This design comes from an exercise in tuning for small area and a short achievable clock period on the open sky130 flow, not from production work. No functional check of the RTL was part of any run shown here. Power is estimated from default activity; no workload was simulated.

$ cat config.mk
export PLATFORM = sky130hd
export DESIGN_NAME = axis_Gauss_1x5
export DESIGN_NICKNAME = axis_Gauss_1x5
export VERILOG_FILES = /design/flow/design.v
export SDC_FILE = /design/flow/constraint.sdc
export NUM_CORES = 4
export LEC_CHECK = 0
export ABC_CLOCK_PERIOD_IN_PS = 8000
export CAP_MARGIN = 20
export CORE_MARGIN = 2
export CORE_UTILIZATION = 40
export SETUP_SLACK_MARGIN = 4.3
export SLEW_MARGIN = 20
export SYNTH_HIERARCHICAL = 1
export SYNTH_MINIMUM_KEEP_SIZE = 0
$ cat constraint.sdc
create_clock -name core_clock -period 8.0 [get_ports {s_axis_aclk}]
set_input_delay 1.6000 -clock core_clock [delete_from_list [all_inputs] [get_ports {s_axis_aclk}]]
set_output_delay 1.6000 -clock core_clock [all_outputs]
set_load 0.01 [all_outputs]
$ cat design.v
`timescale 1ns/1ns
module axis_Gauss_1x5 (
  input  logic       s_axis_aclk,
  input  logic       s_axis_arstn,
  input  logic [7:0] s_axis_tdata,
  input  logic       s_axis_tvalid,
  input  logic       s_axis_tlast,
  output logic [7:0] m_axis_tdata,
  output logic       m_axis_tvalid,
  output logic       m_axis_tlast
);
logic [7:0]  d1, d2, d3, d4;
logic        v1, v2, l1, l2;
logic [13:0] cnt;
logic [9:0] b;
always_ff @(posedge s_axis_aclk) begin
  d1 <= s_axis_tdata;
  d2 <= d1;
  d3 <= d2;
  d4 <= d3;
  v1 <= s_axis_tvalid;
  v2 <= v1;
  l1 <= s_axis_tlast;
  l2 <= l1;
  b <= bnext;
end
always_ff @(posedge s_axis_aclk) begin
  if (!s_axis_arstn || s_axis_tlast)
    cnt <= '0;
  else if (s_axis_tvalid)
    cnt <= cnt + 14'd1;
end
wire edge_pt = (cnt[13:1] == 13'd1);
wire [7:0] x0 = s_axis_tdata;
wire h1_s, h1_c;
gha h1 (.a(d1[0]), .b(d2[1]), .s(h1_s), .co(h1_c));
wire f2_s, f2_c;
gfa f2 (.a(d1[1]), .b(d2[2]), .c(h1_c), .s(f2_s), .co(f2_c));
wire f3_s, f3_c;
gfa f3 (.a(d1[2]), .b(d2[3]), .c(f2_c), .s(f3_s), .co(f3_c));
wire f4_s, f4_c;
gfa f4 (.a(d1[3]), .b(d2[4]), .c(x0[4]), .s(f4_s), .co(f4_c));
wire f5_s, f5_c;
gfa f5 (.a(d1[4]), .b(d2[5]), .c(x0[5]), .s(f5_s), .co(f5_c));
wire f6_s, f6_c;
gfa f6 (.a(d1[5]), .b(d2[6]), .c(x0[6]), .s(f6_s), .co(f6_c));
wire f7_s, f7_c;
gfa f7 (.a(d1[6]), .b(d2[7]), .c(x0[7]), .s(f7_s), .co(f7_c));
wire g8 = d2[0] & x0[0];
wire p9 = d2[0] ^ x0[0];
wire g10 = h1_s & x0[1];
wire p11 = h1_s ^ x0[1];
wire g12 = f2_s & x0[2];
wire p13 = f2_s ^ x0[2];
wire g14 = x0[3] & f3_s;
wire p15 = x0[3] ^ f3_s;
wire g16 = f3_c & f4_s;
wire p17 = f3_c ^ f4_s;
wire g18 = f4_c & f5_s;
wire p19 = f4_c ^ f5_s;
wire g20 = f5_c & f6_s;
wire p21 = f5_c ^ f6_s;
wire g22 = f6_c & f7_s;
wire p23 = f6_c ^ f7_s;
wire g24 = d1[7] & f7_c;
wire p25 = d1[7] ^ f7_c;
wire q26 = g10 | (p11 & g8);
wire q27 = p11 & p9;
wire q28 = g14 | (p15 & g12);
wire q29 = p15 & p13;
wire q30 = g18 | (p19 & g16);
wire q31 = p19 & p17;
wire q32 = g22 | (p23 & g20);
wire q33 = p23 & p21;
wire q34 = g12 | (p13 & q26);
wire q35 = p13 & q27;
wire q36 = q28 | (q29 & q26);
wire q37 = q29 & q27;
wire q38 = g20 | (p21 & q30);
wire q39 = p21 & q31;
wire q40 = q32 | (q33 & q30);
wire q41 = q33 & q31;
wire q42 = g16 | (p17 & q36);
wire q43 = p17 & q37;
wire q44 = q30 | (q31 & q36);
wire q45 = q31 & q37;
wire q46 = q38 | (q39 & q36);
wire q47 = q39 & q37;
wire q48 = q40 | (q41 & q36);
wire q49 = q41 & q37;
wire q50 = g24 | (p25 & q48);
wire q51 = p25 & q49;
wire q52 = p11 ^ g8;
wire q53 = p13 ^ q26;
wire q54 = p15 ^ q34;
wire q55 = p17 ^ q36;
wire q56 = p19 ^ q42;
wire q57 = p21 ^ q44;
wire q58 = p23 ^ q46;
wire q59 = p25 ^ q48;
wire q60 = 1'b0 ^ q50;
wire [9:0] bnext = {q60, q59, q58, q57, q56, q55, q54, q53, q52, p9};
wire h61_s, h61_c;
gha h61 (.a(d4[1]), .b(d2[0]), .s(h61_s), .co(h61_c));
wire f62_s, f62_c;
gfa f62 (.a(d4[2]), .b(d2[1]), .c(d2[0]), .s(f62_s), .co(f62_c));
wire i63 = ~d4[0];
wire f64_s, f64_c;
gfa f64 (.a(i63), .b(h61_c), .c(f62_s), .s(f64_s), .co(f64_c));
wire h65_s, h65_c;
gha h65 (.a(x0[2]), .b(f64_s), .s(h65_s), .co(h65_c));
wire i66 = ~d2[2];
wire f67_s, f67_c;
gfa f67 (.a(d4[3]), .b(d4[1]), .c(i66), .s(f67_s), .co(f67_c));
wire i68 = ~f67_s;
wire f69_s, f69_c;
gfa f69 (.a(d2[1]), .b(f62_c), .c(i68), .s(f69_s), .co(f69_c));
wire f70_s, f70_c;
gfa f70 (.a(f64_c), .b(x0[3]), .c(f69_s), .s(f70_s), .co(f70_c));
wire h71_s, h71_c;
gha h71 (.a(h65_c), .b(f70_s), .s(h71_s), .co(h71_c));
wire f72_s, f72_c;
gfa f72 (.a(b[0]), .b(d4[4]), .c(d2[3]), .s(f72_s), .co(f72_c));
wire i73 = ~d4[2];
wire f74_s, f74_c;
gfa f74 (.a(i73), .b(d2[2]), .c(d4[3]), .s(f74_s), .co(f74_c));
wire i75 = ~f67_c;
wire f76_s, f76_c;
gfa f76 (.a(i75), .b(f72_s), .c(f74_s), .s(f76_s), .co(f76_c));
wire f77_s, f77_c;
gfa f77 (.a(x0[4]), .b(f69_c), .c(f76_s), .s(f77_s), .co(f77_c));
wire i78 = ~x0[2];
wire f79_s, f79_c;
gfa f79 (.a(i78), .b(f70_c), .c(f77_s), .s(f79_s), .co(f79_c));
wire f80_s, f80_c;
gfa f80 (.a(b[1]), .b(d4[3]), .c(b[0]), .s(f80_s), .co(f80_c));
wire f81_s, f81_c;
gfa f81 (.a(d4[5]), .b(d4[0]), .c(d2[4]), .s(f81_s), .co(f81_c));
wire f82_s, f82_c;
gfa f82 (.a(d2[3]), .b(f72_c), .c(f74_c), .s(f82_s), .co(f82_c));
wire i83 = ~f80_s;
wire f84_s, f84_c;
gfa f84 (.a(i83), .b(f81_s), .c(x0[5]), .s(f84_s), .co(f84_c));
wire f85_s, f85_c;
gfa f85 (.a(x0[0]), .b(f82_s), .c(f76_c), .s(f85_s), .co(f85_c));
wire i86 = ~x0[3];
wire f87_s, f87_c;
gfa f87 (.a(i86), .b(f84_s), .c(f77_c), .s(f87_s), .co(f87_c));
wire h88_s, h88_c;
gha h88 (.a(f85_s), .b(f79_c), .s(h88_s), .co(h88_c));
wire f89_s, f89_c;
gfa f89 (.a(d4[6]), .b(d4[1]), .c(d2[5]), .s(f89_s), .co(f89_c));
wire i90 = ~d2[4];
wire f91_s, f91_c;
gfa f91 (.a(b[2]), .b(d4[4]), .c(i90), .s(f91_s), .co(f91_c));
wire i92 = ~f80_c;
wire f93_s, f93_c;
gfa f93 (.a(i92), .b(f81_c), .c(f89_s), .s(f93_s), .co(f93_c));
wire i94 = ~f91_s;
wire f95_s, f95_c;
gfa f95 (.a(i94), .b(f82_c), .c(x0[6]), .s(f95_s), .co(f95_c));
wire i96 = ~x0[4];
wire f97_s, f97_c;
gfa f97 (.a(i96), .b(x0[1]), .c(f93_s), .s(f97_s), .co(f97_c));
wire f98_s, f98_c;
gfa f98 (.a(f84_c), .b(f85_c), .c(f95_s), .s(f98_s), .co(f98_c));
wire f99_s, f99_c;
gfa f99 (.a(f97_s), .b(f87_c), .c(f98_s), .s(f99_s), .co(f99_c));
wire f100_s, f100_c;
gfa f100 (.a(d4[7]), .b(d4[2]), .c(d2[6]), .s(f100_s), .co(f100_c));
wire i101 = ~d2[5];
wire f102_s, f102_c;
gfa f102 (.a(b[3]), .b(d4[5]), .c(i101), .s(f102_s), .co(f102_c));
wire i103 = ~f91_c;
wire f104_s, f104_c;
gfa f104 (.a(f89_c), .b(i103), .c(f100_s), .s(f104_s), .co(f104_c));
wire i105 = ~f102_s;
wire f106_s, f106_c;
gfa f106 (.a(i105), .b(f93_c), .c(x0[7]), .s(f106_s), .co(f106_c));
wire i107 = ~x0[5];
wire f108_s, f108_c;
gfa f108 (.a(i107), .b(x0[2]), .c(f104_s), .s(f108_s), .co(f108_c));
wire f109_s, f109_c;
gfa f109 (.a(f95_c), .b(f97_c), .c(f106_s), .s(f109_s), .co(f109_c));
wire f110_s, f110_c;
gfa f110 (.a(f108_s), .b(f98_c), .c(f109_s), .s(f110_s), .co(f110_c));
wire f111_s, f111_c;
gfa f111 (.a(b[0]), .b(d4[3]), .c(d2[7]), .s(f111_s), .co(f111_c));
wire i112 = ~d2[6];
wire f113_s, f113_c;
gfa f113 (.a(b[4]), .b(d4[6]), .c(i112), .s(f113_s), .co(f113_c));
wire i114 = ~f102_c;
wire f115_s, f115_c;
gfa f115 (.a(f100_c), .b(i114), .c(f111_s), .s(f115_s), .co(f115_c));
wire i116 = ~f104_c;
wire f117_s, f117_c;
gfa f117 (.a(f113_s), .b(i116), .c(x0[6]), .s(f117_s), .co(f117_c));
wire f118_s, f118_c;
gfa f118 (.a(x0[3]), .b(f115_s), .c(f106_c), .s(f118_s), .co(f118_c));
wire i119 = ~f117_s;
wire f120_s, f120_c;
gfa f120 (.a(f108_c), .b(i119), .c(f109_c), .s(f120_s), .co(f120_c));
wire h121_s, h121_c;
gha h121 (.a(f118_s), .b(f110_c), .s(h121_s), .co(h121_c));
wire f122_s, f122_c;
gfa f122 (.a(b[1]), .b(d4[4]), .c(d2[7]), .s(f122_s), .co(f122_c));
wire i123 = ~f111_c;
wire f124_s, f124_c;
gfa f124 (.a(b[5]), .b(d4[7]), .c(i123), .s(f124_s), .co(f124_c));
wire i125 = ~f113_c;
wire f126_s, f126_c;
gfa f126 (.a(i125), .b(f122_s), .c(f115_c), .s(f126_s), .co(f126_c));
wire f127_s, f127_c;
gfa f127 (.a(x0[7]), .b(i96), .c(f124_s), .s(f127_s), .co(f127_c));
wire i128 = ~f126_s;
wire f129_s, f129_c;
gfa f129 (.a(f117_c), .b(i128), .c(f127_s), .s(f129_s), .co(f129_c));
wire i130 = ~f129_s;
wire f131_s, f131_c;
gfa f131 (.a(f118_c), .b(i130), .c(f120_c), .s(f131_s), .co(f131_c));
wire i132 = ~b[6];
wire f133_s, f133_c;
gfa f133 (.a(i132), .b(b[2]), .c(d4[5]), .s(f133_s), .co(f133_c));
wire i134 = ~f124_c;
wire f135_s, f135_c;
gfa f135 (.a(f122_c), .b(f133_s), .c(i134), .s(f135_s), .co(f135_c));
wire i136 = ~f127_c;
wire f137_s, f137_c;
gfa f137 (.a(x0[5]), .b(f126_c), .c(i136), .s(f137_s), .co(f137_c));
wire i138 = ~f129_c;
wire f139_s, f139_c;
gfa f139 (.a(f135_s), .b(i138), .c(f137_s), .s(f139_s), .co(f139_c));
wire f140_s, f140_c;
gfa f140 (.a(b[7]), .b(b[3]), .c(d4[6]), .s(f140_s), .co(f140_c));
wire f141_s, f141_c;
gfa f141 (.a(f133_c), .b(f140_s), .c(x0[6]), .s(f141_s), .co(f141_c));
wire f142_s, f142_c;
gfa f142 (.a(f135_c), .b(f141_s), .c(f137_c), .s(f142_s), .co(f142_c));
wire f143_s, f143_c;
gfa f143 (.a(b[8]), .b(b[4]), .c(d4[7]), .s(f143_s), .co(f143_c));
wire i144 = ~b[7];
wire f145_s, f145_c;
gfa f145 (.a(i144), .b(f140_c), .c(f143_s), .s(f145_s), .co(f145_c));
wire f146_s, f146_c;
gfa f146 (.a(x0[7]), .b(f145_s), .c(f141_c), .s(f146_s), .co(f146_c));
wire i147 = ~b[8];
wire f148_s, f148_c;
gfa f148 (.a(b[9]), .b(b[5]), .c(i147), .s(f148_s), .co(f148_c));
wire f149_s, f149_c;
gfa f149 (.a(f143_c), .b(f148_s), .c(f145_c), .s(f149_s), .co(f149_c));
wire i150 = ~b[9];
wire f151_s, f151_c;
gfa f151 (.a(b[6]), .b(i150), .c(f148_c), .s(f151_s), .co(f151_c));
wire i152 = ~x0[0];
wire i153 = ~x0[1];
wire g154 = d4[0] & x0[0];
wire p155 = d4[0] ^ x0[0];
wire g156 = h61_s & x0[1];
wire p157 = h61_s ^ x0[1];
wire g158 = i152 & h65_s;
wire p159 = i152 ^ h65_s;
wire g160 = i153 & h71_s;
wire p161 = i153 ^ h71_s;
wire g162 = h71_c & f79_s;
wire p163 = h71_c ^ f79_s;
wire g164 = f87_s & h88_s;
wire p165 = f87_s ^ h88_s;
wire g166 = h88_c & f99_s;
wire p167 = h88_c ^ f99_s;
wire q168 = g156 | (p157 & g154);
wire q169 = p157 & p155;
wire q170 = g160 | (p161 & g158);
wire q171 = p161 & p159;
wire q172 = g164 | (p165 & g162);
wire q173 = p165 & p163;
wire q174 = g158 | (p159 & q168);
wire q175 = p159 & q169;
wire q176 = q170 | (q171 & q168);
wire q177 = q171 & q169;
wire q178 = g166 | (p167 & q172);
wire q179 = p167 & q173;
wire q180 = g162 | (p163 & q176);
wire q181 = p163 & q177;
wire q182 = q172 | (q173 & q176);
wire q183 = q173 & q177;
wire q184 = q178 | (q179 & q176);
wire q185 = q179 & q177;
wire q186 = g156 | (p157 & g154);
wire q187 = g158 | (p159 & q186);
wire q188 = g160 | (p161 & q187);
wire q189 = g162 | (p163 & q188);
wire q190 = g164 | (p165 & q189);
wire q191 = g166 | (p167 & q190);
wire g192 = f149_s & f146_c;
wire p193 = f149_s ^ f146_c;
wire g194 = f151_s & f149_c;
wire p195 = f151_s ^ f149_c;
wire g196 = i144 & f151_c;
wire p197 = i144 ^ f151_c;
wire g198 = i147 & b[7];
wire p199 = i147 ^ b[7];
wire g200 = i150 & b[8];
wire p201 = i150 ^ b[8];
wire q202 = g194 | (p195 & g192);
wire q203 = p195 & p193;
wire q204 = g198 | (p199 & g196);
wire q205 = p199 & p197;
wire q206 = g196 | (p197 & q202);
wire q207 = p197 & q203;
wire q208 = q204 | (q205 & q202);
wire q209 = q205 & q203;
wire q210 = g200 | (p201 & q208);
wire q211 = p201 & q209;
wire q212 = p195 ^ g192;
wire q213 = p197 ^ q202;
wire q214 = p199 ^ q206;
wire q215 = p201 ^ q208;
wire h216_s, h216_c;
gha h216 (.a(f99_c), .b(f110_s), .s(h216_s), .co(h216_c));
wire h217_s, h217_c;
gha h217 (.a(f120_s), .b(h121_s), .s(h217_s), .co(h217_c));
wire h218_s, h218_c;
gha h218 (.a(h121_c), .b(f131_s), .s(h218_s), .co(h218_c));
wire h219_s, h219_c;
gha h219 (.a(f139_s), .b(f131_c), .s(h219_s), .co(h219_c));
wire h220_s, h220_c;
gha h220 (.a(f139_c), .b(f142_s), .s(h220_s), .co(h220_c));
wire h221_s, h221_c;
gha h221 (.a(f146_s), .b(f142_c), .s(h221_s), .co(h221_c));
wire [10:0] ua = {q215, q214, q213, q212, p193, h221_s, h220_s, h219_s, h218_s, h217_s, h216_s};
wire [10:0] ub = {1'b0, 1'b0, 1'b0, 1'b0, 1'b0, h221_c, h220_c, h219_c, h218_c, h217_c, h216_c};
wire uc = q191;
logic [10:0] oa, ob;
logic oc;
always_ff @(posedge s_axis_aclk) begin
  oa <= edge_pt ? {d2, 3'd0} : ua;
  ob <= edge_pt ? 11'd0 : ub;
  oc <= ~edge_pt & uc;
  m_axis_tvalid <= v2;
  m_axis_tlast  <= l2 & ~edge_pt;
end
assign m_axis_tdata = {oa[10] ^ (1'b0 | oa[9] & 1'b0 | oa[9] & oa[8] & 1'b0 | oa[9] & oa[8] & oa[7] & 1'b0 | oa[9] & oa[8] & oa[7] & oa[6] & ob[5] | oa[9] & oa[8] & oa[7] & oa[6] & oa[5] & ob[4] | oa[9] & oa[8] & oa[7] & oa[6] & oa[5] & oa[4] & ob[3] | oa[9] & oa[8] & oa[7] & oa[6] & oa[5] & oa[4] & oa[3] & ob[2] | oa[9] & oa[8] & oa[7] & oa[6] & oa[5] & oa[4] & oa[3] & oa[2] & ob[1] | oa[9] & oa[8] & oa[7] & oa[6] & oa[5] & oa[4] & oa[3] & oa[2] & oa[1] & ob[0] | oa[9] & oa[8] & oa[7] & oa[6] & oa[5] & oa[4] & oa[3] & oa[2] & oa[1] & oa[0] & oc), oa[9] ^ (1'b0 | oa[8] & 1'b0 | oa[8] & oa[7] & 1'b0 | oa[8] & oa[7] & oa[6] & ob[5] | oa[8] & oa[7] & oa[6] & oa[5] & ob[4] | oa[8] & oa[7] & oa[6] & oa[5] & oa[4] & ob[3] | oa[8] & oa[7] & oa[6] & oa[5] & oa[4] & oa[3] & ob[2] | oa[8] & oa[7] & oa[6] & oa[5] & oa[4] & oa[3] & oa[2] & ob[1] | oa[8] & oa[7] & oa[6] & oa[5] & oa[4] & oa[3] & oa[2] & oa[1] & ob[0] | oa[8] & oa[7] & oa[6] & oa[5] & oa[4] & oa[3] & oa[2] & oa[1] & oa[0] & oc), oa[8] ^ (1'b0 | oa[7] & 1'b0 | oa[7] & oa[6] & ob[5] | oa[7] & oa[6] & oa[5] & ob[4] | oa[7] & oa[6] & oa[5] & oa[4] & ob[3] | oa[7] & oa[6] & oa[5] & oa[4] & oa[3] & ob[2] | oa[7] & oa[6] & oa[5] & oa[4] & oa[3] & oa[2] & ob[1] | oa[7] & oa[6] & oa[5] & oa[4] & oa[3] & oa[2] & oa[1] & ob[0] | oa[7] & oa[6] & oa[5] & oa[4] & oa[3] & oa[2] & oa[1] & oa[0] & oc), oa[7] ^ (1'b0 | oa[6] & ob[5] | oa[6] & oa[5] & ob[4] | oa[6] & oa[5] & oa[4] & ob[3] | oa[6] & oa[5] & oa[4] & oa[3] & ob[2] | oa[6] & oa[5] & oa[4] & oa[3] & oa[2] & ob[1] | oa[6] & oa[5] & oa[4] & oa[3] & oa[2] & oa[1] & ob[0] | oa[6] & oa[5] & oa[4] & oa[3] & oa[2] & oa[1] & oa[0] & oc), oa[6] ^ (ob[5] | oa[5] & ob[4] | oa[5] & oa[4] & ob[3] | oa[5] & oa[4] & oa[3] & ob[2] | oa[5] & oa[4] & oa[3] & oa[2] & ob[1] | oa[5] & oa[4] & oa[3] & oa[2] & oa[1] & ob[0] | oa[5] & oa[4] & oa[3] & oa[2] & oa[1] & oa[0] & oc), oa[5] ^ (ob[4] | oa[4] & ob[3] | oa[4] & oa[3] & ob[2] | oa[4] & oa[3] & oa[2] & ob[1] | oa[4] & oa[3] & oa[2] & oa[1] & ob[0] | oa[4] & oa[3] & oa[2] & oa[1] & oa[0] & oc), oa[4] ^ (ob[3] | oa[3] & ob[2] | oa[3] & oa[2] & ob[1] | oa[3] & oa[2] & oa[1] & ob[0] | oa[3] & oa[2] & oa[1] & oa[0] & oc), oa[3] ^ (ob[2] | oa[2] & ob[1] | oa[2] & oa[1] & ob[0] | oa[2] & oa[1] & oa[0] & oc)};
endmodule
module g_maj3 (
  input  logic a,
  input  logic b,
  input  logic c,
  output logic x
);
assign x = (a & b) | (a & c) | (b & c);
endmodule
module g_or2 (
  input  logic a,
  input  logic b,
  output logic x
);
assign x = a | b;
endmodule
module g_lut29 (
  input  logic [3:0] a,
  output logic [8:0] x
);
assign x = 9'd29 * a;
endmodule
module g_and2 (
  input  logic a,
  input  logic b,
  output logic x
);
assign x = a & b;
endmodule
module g_xor2 (
  input  logic a,
  input  logic b,
  output logic x
);
assign x = a ^ b;
endmodule
module g_ao21 (
  input  logic a,
  input  logic b,
  input  logic c,
  output logic x
);
assign x = a | (b & c);
endmodule
module gha (
  input  logic a,
  input  logic b,
  output logic s,
  output logic co
);
assign s  = a ^ b;
assign co = a & b;
endmodule
module gfa (
  input  logic a,
  input  logic b,
  input  logic c,
  output logic s,
  output logic co
);
assign s  = a ^ b ^ c;
assign co = (a & b) | (a & c) | (b & c);
endmodule
$ cat flow/run.sh
#!/bin/bash
# Layout flow: the standard flow, with plain buffers on the ports and a clock
# tree of small buffers without dummy loads.
export BUFFER_PORTS_ARGS="-buffer_cell sky130_fd_sc_hd__buf_2"
export CTS_ARGS="-sink_clustering_enable -repair_clock_nets -dont_use_dummy_load -buf_list \"sky130_fd_sc_hd__clkbuf_4 sky130_fd_sc_hd__clkbuf_8\""
bash standard.sh > standard.log 2>&1
$ cat standard.sh
#!/bin/bash
# synth_recipe.tcl (not shown) runs the flow's synth.tcl, then flattens the netlist and writes it again
# the make line also repeats each setting of config.mk as NAME=value (left out here)
make -C /OpenROAD-flow-scripts/flow DESIGN_CONFIG=/design/flow/config.mk WORK_HOME=/design/flow/orfs CLKGATE_MAP_FILE= SYNTH_SCRIPT=/design/flow/synth_recipe.tcl "${@:-finish}"
==> results.json, run 1 <==
{
  "status": "no timing/DRC/antenna violations",
  "period_share_pct": 45.55,
  "port_buffers": 21,
  "yosysMostFrequentCell": "dfxtp_1",
  "cts_root_buf": "clkbuf_8",
  "fin_setup_tns_ns": 0,
  "yosys-top-cells-count": "dfxtp_1 (80), fa_1 (67), inv_1 (48)",
  "nFillCells": 1027,
  "grt_use_met1_pct": 17.36,
  "clkLatencyLatePin_ns": 0.36,
  "hold_viol": 0,
  "fmax_ghz": 0.2744,
  "ctsHtreeMaxLevel": 3,
  "grt_pass1_wl_mm": 12.46,
  "path_cells": "buf_2 -> inv_1 -> fa_2 -> fa_2 -> fa_2 -> fa_1 -> ha_1 -> mux2_2",
  "sw_frac_of_total_pct": 37.37,
  "rows": 38,
  "critPathMaxFanout": 4,
  "grt_use_met3_pct": 3.918,
  "start_util_pct": 40.61,
  "syn_nets": 467,
  "powerDensity_nw_per_um2": 378.5,
  "grt_pass1_vias": 2605,
  "gr-max-usage-layer": "met2",
  "r2r_slack_ns": 4.39,
  "power.internal_w": 0.001128,
  "clockPowerShare_pct": 12.6,
  "crit_buf_inv": 2,
  "ant_nets": 0,
  "cts_hold_buf": 0,
  "slew_viol_final": 0,
  "hp-class": "reg2reg",
  "fin_crit_ns": 3.644,
  "cpLargestDelayFamily": "adder cells",
  "rr_startpoint": "d2[5]",
  "critPathCaptureType": "flip-flop",
  "pwr-share-comb_pct": 56.4,
  "num_vias": 2442,
  "core-area_um2": 10750,
  "numCtsBuffers": 9,
  "dpl_cell_area_um2": 4629,
  "grt-ovfl-total": 0,
  "path_common_cell": "fa_2",
  "syn_to_final_growth_pct": 9.060,
  "wl_per_cell_um": 13.87,
  "worst_setup_path_start_kind": "primary input",
  "fin_nets": 495,
  "synth_warnings": 7,
  "leakage_nw": 2.102,
  "power_frac_seq_pct": 30.9,
  "die_y_um": 108.5,
  "grt_max_degree": 24,
  "yosysSeqAreaShare_pct": 36.70,
  "worstHoldStart": "v1",
  "antenna_cells": 0,
  "synth_edf_count": 0,
  "rsz0062_at_grt": "true",
  "setup_viol": 0,
  "use_met2_pct": 24.33,
  "place.gp.congestion": 0.8699,
  "max_cap_violations": 0,
  "drc": 0,
  "synth.top_cell.area_share_pct": 36.70,
  "critPathArrivalTime_ns": 3.89,
  "clkTransAtPathRegs_ns": 0.09,
  "ios": 22,
  "yosys_register_bits": 80,
  "power_switching_w": 0.0006733,
  "path_class": "in2reg",
  "cts_repair_resize_count": 0,
  "slowest_delay_ns": 0.38,
  "die-area_um2": 11760,
  "cp.required_ns": 8.24,
  "grt_use_total_pct": 14.25,
  "synth.distinct_cells": 39,
  "cts_tree": "yes",
  "drt_first_pass_iters": 4,
  "crit_path_top_delay_cell": "fa_2",
  "dp_hpwl_mm": 5.994,
  "async_reset_ff_share_pct": 0,
  "finClkSkew_ns": 0.02919,
  "drive_gt1_share_pct": 11.43,
  "yosys_most_used_dff": "dfxtp_1",
  "yosys-top-cells-area": "dfxtp_1 (37%), fa_1 (31%), ha_1 (8.3%), inv_1 (4.1%), xor2_1 (3.6%)",
  "die_w_um": 108.5,
  "slew-limit-headroom_pct": 62.99,
  "via_per_inst": 4.651,
  "crit_path_start": "s_axis_tdata[4]",
  "post-cts-setup-buffers": 0,
  "avgSynthCellArea_um2": 12.16,
  "synth_cells": 359,
  "cts_buffer_depth": 2,
  "clkSinkCount": 80,
  "synth_area_leader_cell": "dfxtp_1",
  "worst_slew_pin_slew_ns": 0.5551,
  "max-vdd-ir-drop_mv": 0.1443,
  "drt-initial-drc-count": 83,
  "drt-total-wl_mm": 7.282,
  "antenna_found_initial": 0,
  "design_area_um2": 4760,
  "synth_area_um2": 4364
}
-- final timing paths --
check | cells after the start | to
hold reg to reg | 0 | v2
setup reg to reg | 8 | oa[3]
hold / removal | 0 | v2
setup / recovery | 8 | oa[3]
-- power by group through the flow --
stage,logic (W),clock network [W],registers (W)
floorplan,0.000806,0,0.000551
global route,0.00122,0.000253,0.000568
finish,0.00102,0.000227,0.000557
detailed placement,0.00104,0,0.000569
CTS,0.00105,0.000235,0.000560
global placement,0.00102,0,0.000567
-- flip-flops by register name (all words and copies together), names as in the netlist --
name and cells:
cnt 14, oa 11, d2 8, d1 8, d4 8, m_axis_tlast 1
oc 1, m_axis_tvalid 1, l2 1, v1 1, v2 1, d3 8
ob 6, b 10, l1 1
-- area by class of cell --
| class | instances | area [um^2] | area share (%) |
|---|---|---|---|
| multi-input cells | 227 | 2572 | 54.05 |
| flip-flops and latches | 80 | 1603 | 33.68 |
| inverters | 48 | 180.2 | 3.785 |
| well taps | 140 | 175.2 | 3.680 |
| clock buffers | 9 | 123.9 | 2.603 |
| repair buffers | 21 | 105.1 | 2.208 |
-- per-layer routing --
metal	routed length, um	vias to the layer above	share of wire [%]
met4	131	0	1.8
met5	0	-	0
met2	3641	25	50
met1	3301	1219	45
li1	-	1187	-
met3	207	11	2.8
-- placed cells by master, fill, tap and decap left out, drive strengths merged, types with 5 or more instances in the layout --
| cell type | instances |
|---|---|
| dfxtp | 80 |
| fa | 67 |
| inv | 48 |
| ha | 29 |
| nor2 | 23 |
| buf | 21 |
| xor2 | 18 |
| and2 | 12 |
| nand2 | 9 |
| clkbuf | 9 |
| xnor2 | 8 |
| a21oi | 8 |
| o21ai | 6 |
| nand3 | 6 |
| nor2b | 5 |
-- kinds of logic (layout without fill, tap and decap cells) --
family                     count (synthesis)  count (layout)  share of synthesized area [%]
muxes                                      6               6                          1.577
DFF                                       80              80                          36.70
AOI/OAI and AO/OA                         23              23                          3.269
and+or+nand+nor                           76              76                          9.547
xor gates and xnor gates                  26              26                          5.218
buffers and inverters                     52              78                          4.644
adders and majority gates                 96              96                          39.05
-- stage by stage --
| stage | hold WS [ns] | cells | setup slack [ns] | power [W] | utilization [%] |
|---|---|---|---|---|---|
| final | 0.2970 | 525 | 4.356 | 0.001801 | 44.29 |
| after global routing | 0.3193 | 525 | 4.281 | 0.002044 | 44.29 |
| after CTS | 0.3083 | 525 | 4.320 | 0.001841 | 44.24 |
| after detailed placement | 0.3121 | 516 | 3.967 | 0.001612 | 43.08 |
| after global placement | 0.3098 | 516 | 4.006 | 0.001582 | 43.08 |
| after floorplan | 0.3096 | 359 | 4.277 | 0.001358 | - |
-- Yosys stat by module (local to each module, per instance) --
module          flip-flops and latches  copies in the design  cell area (um^2)
axis_Gauss_1x5                      80                     1              2993
gfa                                  0                    61             20.02
gha                                  0                    12             12.51
==> run 2, diff against run 1 <==
--- a/config.mk
+++ b/config.mk
@@ -5,7 +5,7 @@
 export SDC_FILE = /design/flow/constraint.sdc
 export NUM_CORES = 4
 export LEC_CHECK = 0
-export ABC_CLOCK_PERIOD_IN_PS = 8000
+export ABC_CLOCK_PERIOD_IN_PS = 3000
 export CAP_MARGIN = 20
 export CORE_MARGIN = 2
 export CORE_UTILIZATION = 40
==> run 2 against run 1 <==
  * Critical path type unchanged
  * Wire length stayed put
  * Combinational power hardly changed
  * Still clean
  * Global-route usage stayed put
==> results.json, run 2 <==
{
  "critPathCaptureType": "flip-flop",
  "cts_buffer_depth": 2,
  "leakage_nw": 2.102,
  "cts_tree": "yes",
  "dpl_cell_area_um2": 4629,
  "drt_first_pass_iters": 4,
  "wl_per_cell_um": 13.87,
  "cp.required_ns": 8.24,
  "final_common_cell": "dfxtp_1",
  "place.gp.congestion": 0.8699,
  "rows": 38,
  "yosys-top-cells-count": "dfxtp_1 (80), fa_1 (67), inv_1 (48)",
  "grt-ovfl-total": 0,
  "clkLatencyLatePin_ns": 0.36,
  "ctsHtreeMaxLevel": 3,
  "async_reset_ff_share_pct": 0,
  "numCtsBuffers": 9,
  "hp-class": "reg2reg",
  "powerDensity_nw_per_um2": 378.5,
  "worst_setup_path_start_kind": "primary input",
  "top_layer_used": "met4",
  "ios": 22,
  "cts_root_buf": "clkbuf_8",
  "num_vias": 2442,
  "synth_area_leader_cell": "dfxtp_1",
  "fin_crit_ns": 3.644,
  "design_area_um2": 4760,
  "synth_cells": 359,
  "yosysSeqAreaShare_pct": 36.70,
  "synth.distinct_cells": 39,
  "die-area_um2": 11760,
  "max_cap_violations": 0,
  "finClkSkew_ns": 0.02919,
  "r2r_slack_ns": 4.39,
  "reg2reg_to": "oa[3]",
  "utilization_pct": 44.29,
  "worstHoldStart": "v1",
  "grt_use_total_pct": 14.25,
  "fmax_ghz": 0.2744,
  "die_y_um": 108.5,
  "period_share_pct": 45.55,
  "yosys_most_used_dff": "dfxtp_1",
  "port_buffers": 21,
  "synth_edf_count": 0,
  "hold_slack_ns": 0.2970,
  "antenna_found_initial": 0,
  "wl_met1_mm": 3.301,
  "drive_gt1_share_pct": 11.43,
  "fin_nets": 495,
  "path_class": "in2reg",
  "yosysMostFrequentCell": "dfxtp_1",
  "via_per_inst": 4.651,
  "max-vdd-ir-drop_mv": 0.1443,
  "die_w_um": 108.5,
  "ant_nets": 0,
  "slew_viol_final": 0,
  "yosys-top-cells-area": "dfxtp_1 (37%), fa_1 (31%), ha_1 (8.3%), inv_1 (4.1%), xor2_1 (3.6%)",
  "dp_hpwl_mm": 5.994,
  "fin_setup_tns_ns": 0,
  "worst_slew_pin_slew_ns": 0.5551,
  "grt_max_degree": 24,
  "start_util_pct": 40.61,
  "min_path_cells": 0,
  "antenna_cells": 0,
  "largest_reg_flops": 14,
  "fin_total_pwr_w": 0.001801,
  "synth_warnings": 7,
  "reg_top3": "cnt: 14 flops, oa: 11 flops, b: 10 flops",
  "syn_to_final_growth_pct": 9.060,
  "wl_met3_um": 207,
  "core-area_um2": 10750,
  "reg2regPathDepth": 8,
  "clkSinkCount": 80,
  "rsz0062_at_grt": "true",
  "yosys_register_bits": 80,
  "grt_pass1_vias": 2605,
  "route.met2.wl_mm": 3.641,
  "setup_viol": 0,
  "drc": 0,
  "syn_nets": 467,
  "critPathArrivalTime_ns": 3.89,
  "hold_viol": 0,
  "rr_startpoint": "d2[5]",
  "drt-total-wl_mm": 7.282,
  "grt_pass1_wl_mm": 12.46,
  "status": "no timing/DRC/antenna violations",
  "synth.top_cell.area_share_pct": 36.70,
  "max_flop_register": "cnt",
  "hold_path_end": "v2",
  "synth_area_um2": 4364,
  "slew-limit-headroom_pct": 62.99,
  "critPathMaxFanout": 4,
  "avgSynthCellArea_um2": 12.16,
  "drt-initial-drc-count": 83,
  "clkTransAtPathRegs_ns": 0.09,
  "cts_hold_buf": 0,
  "layout_common_cells": "dfxtp_1 (79), fa_1 (64), inv_1 (48), ha_1 (29), nor2_1 (23)"
}
==> run 2: cell counts after synthesis <==
Identical to the previous run, type by type.
==> run 2: per-module statistics from Yosys, one instance, submodules excluded <==
module / area [um^2] / flops+latches / cells
gha: 12.51 / 0 / 1
gfa: 20.02 / 0 / 1
axis_Gauss_1x5: 2993 / 80 / 286
==> run 2: timing repair <==
action	in CTS	in global routing
setup buffers	0	0
setup endpoints to repair	0	5
resized for setup	0	3
==> run 2: cell type report <==
type	count	area, um^2
well taps	140	175.2
fillers	1027	5986
repair buffers	21	105.1
inverters	48	180.2
multi-input cells	227	2572
flip-flops and latches	80	1603
clock buffers	9	123.9
==> run 2: worst max path at each step <==
| stage | to | start | cells past startpoint | slack, ns |
|---|---|---|---|---|
| 6_report | oa[3] | s_axis_tdata[4] | 8 | 4.36 |
| 5_1_grt | oa[3] | d2[5] | 8 | 4.28 |
| 4_1_cts | oa[3] | d4[2] | 9 | 4.32 |
| 3_5_place_dp | oa[3] | s_axis_tdata[4] | 8 | 3.97 |
| 3_3_place_gp | oa[3] | s_axis_tdata[4] | 8 | 4.01 |
| 2_1_floorplan | oa[3] | s_axis_tdata[7] | 6 | 4.28 |
==> run 2: kinds of logic after synthesis <==
kind of cell               Yosys count  synth area share, %
AOI/OAI and AO/OA                   23                3.269
xor gates and xnor gates            26                5.218
adders and majority gates           96                39.05
buffers and inverters               52                4.644
DFF                                 80                36.70
muxes                                6                1.577
and+or+nand+nor                     76                9.547
==> run 2: metrics by stage <==
stage	std cells	worst slack [ns]
floorplan	359	4.277
global placement	516	4.006
CTS	525	4.320
detailed placement	516	3.967
global route	525	4.281
finish	525	4.356
==> run 2: report_power, final <==
| group | total [W] | internal (W) | switching [W] |
|---|---|---|---|
| combinational | 0.00102 | 0.000531 | 0.000486 |
| sequential | 0.000557 | 0.000497 | 0.0000608 |
| clock | 0.000227 | 0.000101 | 0.000127 |
==> run 2: layer usage <==
layer	GRT usage [%]	vias up
li1	-	1187
met1	17.36	1219
met2	24.33	25
met3	3.918	11
met4	4.853	0
met5	0	-
==> run 2: critical path, stage by stage <==
cell and delay (ns):
buf_2 0.17, inv_1 0.11, fa_2 0.38, fa_2 0.37
fa_2 0.35, fa_1 0.38, ha_1 0.28, mux2_2 0.26

## afterwards: timing with drivers on the ports
In the flow no input, the clock included, has a driving cell. The finished layouts below were timed again as built, in two steps.
Step 1 sets driving cells, clkbuf_16 on the clock port and buf_2 on the other inputs (assumed; they add their load-dependent delay and slew).
Step 2 adds t to the input delays and takes it off the output delays; t is the mean of the earliest and latest rising clock arrival at the registers after step 1. Input paths then give back, and output paths get back, about the clock's delay inside the block.
a / b / c = ideal / step 1 / step 2; a / b = the first two.
run | shift t [ns] | slack for setup (ns) | pins driven straight from the clock port
run 1 | 0.381 | 4.356 / 4.364 / 3.983 | 1
run 2 | 0.381 | 4.356 / 4.364 / 3.983 | 1
After both steps every run listed still meets setup and hold.
